Context: an optimization exercise on an open-source flow, tuned for small area. The choices shown serve that exercise and are no tape-out recipe. Where RTL was checked, it was by simulation tests only, not by an equivalence proof against the original.

## DPA
module DPA (clk,reset,IM_A, IM_Q,IM_D,IM_WEN,CR_A,CR_Q);
input clk;
input reset;
output [19:0] IM_A;
input [23:0] IM_Q;
output [23:0] IM_D;
output IM_WEN;
output [8:0] CR_A;
input [12:0] CR_Q;
genvar k;
reg [2:0] ph;
reg [18:0] hi;
reg [1:0] pno;
reg [19:0] fb, pa;
reg sz128, sz256;
reg [5:0] sec, min;
reg [4:0] hour;
reg [29:0] acc;
reg pb;
wire ph0 = (ph == 3'd0);
wire ph1 = (ph == 3'd1);
wire ph2 = (ph == 3'd2);
wire ph3 = (ph == 3'd3);
wire ph4 = ph[2];
wire [19:0] hc;
wire [18:0] hn;
assign hc[0] = ph4;
generate for (k = 0; k < 19; k = k + 1) begin : hinc
	assign hn[k] = hi[k] ^ hc[k];
	assign hc[k+1] = hi[k] & hc[k];
end endgenerate
wire wrap = hc[19];
wire init = ~(hi[18] | hi[17] | hi[16]);
wire hdr  = (hi[18:12] == 7'd30);
wire clk1 = (hi[18:12] == 7'd31);
wire clk2 = (hi[18:12] == 7'd80);
wire clkd = clk1 | clk2;
wire pass = ~hi[18] & hi[17] & ~hi[15];
wire first = ~hi[16];
wire rl = wrap | (init & ph4);
wire [18:0] hload = {hn[18:17], hn[16:13] | {4{rl}}, hn[12:11], hn[10] | rl, hn[9], hn[8:7] | {2{rl}}, hn[6:0]};
  ...
Size in the first run: about 660 cells after synthesis, ~93 I/O pins, about 6600 um2 of cells after synthesis.
export LEC_CHECK = 0
export CAP_MARGIN = 0
export CORE_MARGIN = 2
export CORE_UTILIZATION = 40
export CTS_BUF_LIST = sky130_fd_sc_hd__clkbuf_4
export CTS_CLUSTER_SIZE = 16
export SLEW_MARGIN = 0
create_clock -name core_clock -period 10.0 [get_ports {clk}]
standard.sh (not shown) runs the stock make flow with config.mk's settings and CLKGATE_MAP_FILE= SYNTH_SCRIPT=/design/flow/synth_recipe.tcl, a recipe that flattens the netlist after the stock synthesis.
==> flow/flow/run.sh <==
#!/bin/bash
# The standard layout with three changes:
#  - the combinational part of the standard synthesis is re-mapped with a
#    stronger ABC area script (flow/remap.sh; registers untouched),
#  - ports are buffered with buf_1 instead of the default buffer,
#  - clock tree with clkbuf_4 and no dummy loads.
set -euo pipefail
W=$(pwd)
export BUFFER_PORTS_ARGS="-buffer_cell sky130_fd_sc_hd__buf_1"
export CTS_ARGS="-sink_clustering_enable -repair_clock_nets -buf_list sky130_fd_sc_hd__clkbuf_4 -sink_clustering_size 16 -dont_use_dummy_load"
bash standard.sh synth > "$W/flow_synth.log" 2>&1
R=$W/orfs/results/sky130hd/DPA/base
LIB=$FLOW_HOME/platforms/sky130hd/lib/sky130_fd_sc_hd__tt_025C_1v80.lib
if [[ -x $FLOW_HOME/../tools/install/yosys/bin/yosys ]]; then
  export YOSYS=$FLOW_HOME/../tools/install/yosys/bin/yosys
fi
cp "$R/1_2_yosys.v" "$W/synth_standard.v"
mkdir -p "$W/remap"
bash "$W/flow/remap.sh" "$W/synth_standard.v" "$W/remap/remapped.v" "$LIB" "$W/remap" > "$W/flow_remap.log" 2>&1
cp "$W/remap/remapped.v" "$R/1_2_yosys.v"
rm -f "$R/1_synth.odb" "$R/1_synth.sdc"
bash standard.sh > "$W/flow_layout.log" 2>&1
Other scripts of this flow, unchanged in this note and not shown: flow/flow/remap.sh
Change:
--- a/flow/design.v
+++ b/flow/design.v
@@ -22,39 +22,41 @@
 wire ph2 = (ph == 3'd2);
 wire ph3 = (ph == 3'd3);
 wire ph4 = ph[2];
 wire [19:0] hc;
 wire [18:0] hn;
 assign hc[0] = ph4;
 generate for (k = 0; k < 19; k = k + 1) begin : hinc
 	assign hn[k] = hi[k] ^ hc[k];
 	assign hc[k+1] = hi[k] & hc[k];
 end endgenerate
 wire wrap = hc[19];
 wire init = ~(hi[18] | hi[17] | hi[16]);
-wire hdr  = (hi[18:12] == 7'd30);
-wire clk1 = (hi[18:12] == 7'd31);
-wire clk2 = (hi[18:12] == 7'd80);
-wire clkd = clk1 | clk2;
-wire pass = ~hi[18] & hi[17] & ~hi[15];
 wire first = ~hi[16];
+reg hdr, clkd, pass;
 wire rl = wrap | (init & ph4);
 wire [18:0] hload = {hn[18:17], hn[16:13] | {4{rl}}, hn[12:11], hn[10] | rl, hn[9], hn[8:7] | {2{rl}}, hn[6:0]};
 always @(posedge clk or posedge reset)
 	if (reset) begin
 		ph <= 3'd0;
 		hi <= 19'd0;
+		hdr <= 1'b0;
+		clkd <= 1'b0;
+		pass <= 1'b0;
 	end else begin
 		ph <= {ph3, ph2 | (ph1), ph0 | ph2};
 		hi <= hload;
+		hdr <= (hload[18:12] == 7'd30);
+		clkd <= (hload[18:12] == 7'd31) | (hload[18:12] == 7'd80);
+		pass <= ~hload[18] & hload[17] & ~hload[15];
 	end
 wire [1:0] pnext = {pno[1] ^ pno[0], ~pno[0]};
 wire plast = ({pno == 2'd3, pnext} == IM_Q[2:0]);
 always @(posedge clk or posedge reset)
 	if (reset) pno <= 2'd0;
 	else if (wrap) pno <= plast ? 2'd0 : pnext;
 always @(posedge clk) begin
 	if (init & ph3) fb <= IM_Q[19:0];
 	if (hdr & ph2) pa <= IM_Q[19:0];
 	if (hdr & ph3) begin
 		sz128 <= IM_Q[7];
 		sz256 <= IM_Q[8];
@@ -99,29 +101,30 @@
 		3'd3, 3'd4: dv = min;
 		default: dv = sec;
 	endcase
 wire [2:0] tens = (dv >= 6'd50) ? 3'd5 : (dv >= 6'd40) ? 3'd4 : (dv >= 6'd30) ? 3'd3 :
                   (dv >= 6'd20) ? 3'd2 : (dv >= 6'd10) ? 3'd1 : 3'd0;
 wire [5:0] ones6 = dv - tens * 4'd10;
 wire [3:0] ones = ones6[3:0];
 wire colon = (ci == 3'd2) | (ci == 3'd5);
 wire tsel = (ci == 3'd0) | (ci == 3'd3) | (ci == 3'd6);
 wire [3:0] dig = colon ? 4'd10 : tsel ? {1'b0, tens} : ones;
 wire [1:0] rh = cr[4:3] - 2'd1;
 assign CR_A = {{1'b0, dig, 1'b0} + {2'b0, dig} + {4'b0, rh}, cr[2:0]};
+wire we;
 wire cvalid = ~(cc[3] & cc[2] & (cc[1] | cc[0])) & (cr[4] | cr[3]);
 wire bit12 = ((ci == 3'd0) & (cr == 5'd8)) ? CR_Q[12] : pb;
 wire cbit = (cc == 4'd0) ? bit12 : CR_Q[4'd12 - cc];
 always @(posedge clk)
-	if (clkd & cvalid & (cc != 4'd0)) pb <= CR_Q[12];
+	if (we) pb <= CR_Q[12];
 reg [7:0] kx;
 always @(*)
 	case (ci)
 		3'd0: kx = 8'd152;
 		3'd1: kx = 8'd165;
 		3'd2: kx = 8'd178;
 		3'd3: kx = 8'd191;
 		3'd4: kx = 8'd204;
 		3'd5: kx = 8'd217;
 		3'd6: kx = 8'd230;
 		default: kx = 8'd243;
 	endcase
@@ -186,15 +189,15 @@
 	wire [9:0] q10 = {2'b00, IM_Q[k*8+7:k*8]};
 	assign c[0] = 1'b0;
 	genvar j;
 	for (j = 0; j < 10; j = j + 1) begin : b
 		wire a = acc[k*10+j] & ~ph1;
 		wire q = q10[j];
 		assign s[k*10+j] = a ^ q ^ c[j];
 		assign c[j+1] = (a & q) | (c[j] & (a ^ q));
 	end
 	assign IM_D[k*8+7:k*8] = clkd ? {8{cbit}} : s[k*10+9:k*10+2];
 end endgenerate
 always @(posedge clk) acc <= s;
-wire we = ph4 & ((pass & ~inclk) | (clkd & cvalid));
+assign we = ph4 & ((pass & ~inclk) | (clkd & cvalid));
 assign IM_WEN = ~we;
 endmodule
Result:
- The new run ran to the end with no violations
- first-iteration DRC count drops by 25%
- core utilization went down by 1.1 points
- area after synthesis climbs by 3.1%
- flip-flop and latch count came out higher by 3
- sequential share of layout area went up by 0.42 points
- routed wire length came out lower by 5.0%
Only the layout flow was run in the second run of this note; the RTL was not checked for function there.

## re-timing with driven ports
The flow's constraints put no driver on any port. The routed layouts listed below were extracted and timed again, unchanged, in two steps. Step 1 sets driving cells, clkbuf_16 on the clock port and buf_2 on the other inputs (assumed; they add their load-dependent delay and slew). Step 2, shift: input delay + t, output delay - t, t = (earliest + latest rising clock arrival at the registers) / 2. This alone moves slack from input paths to output paths. a / b / c = no drivers / after step 1 / after step 2; a / b = the first two.
run	t, ns	setup slack, ns	worst hold slack (ns)	worst setup path at the end	worst slew at a driven data input, ns
the first run	0.534	0.428 / 0.392 / 0.926	0.483 / 0.483 / 0.483	register to output	0.04
the second run	0.545	0.396 / 0.362 / 0.908	0.479 / 0.479 / 0.479	register to output	0.04
After both steps setup and hold are still met in every run listed.
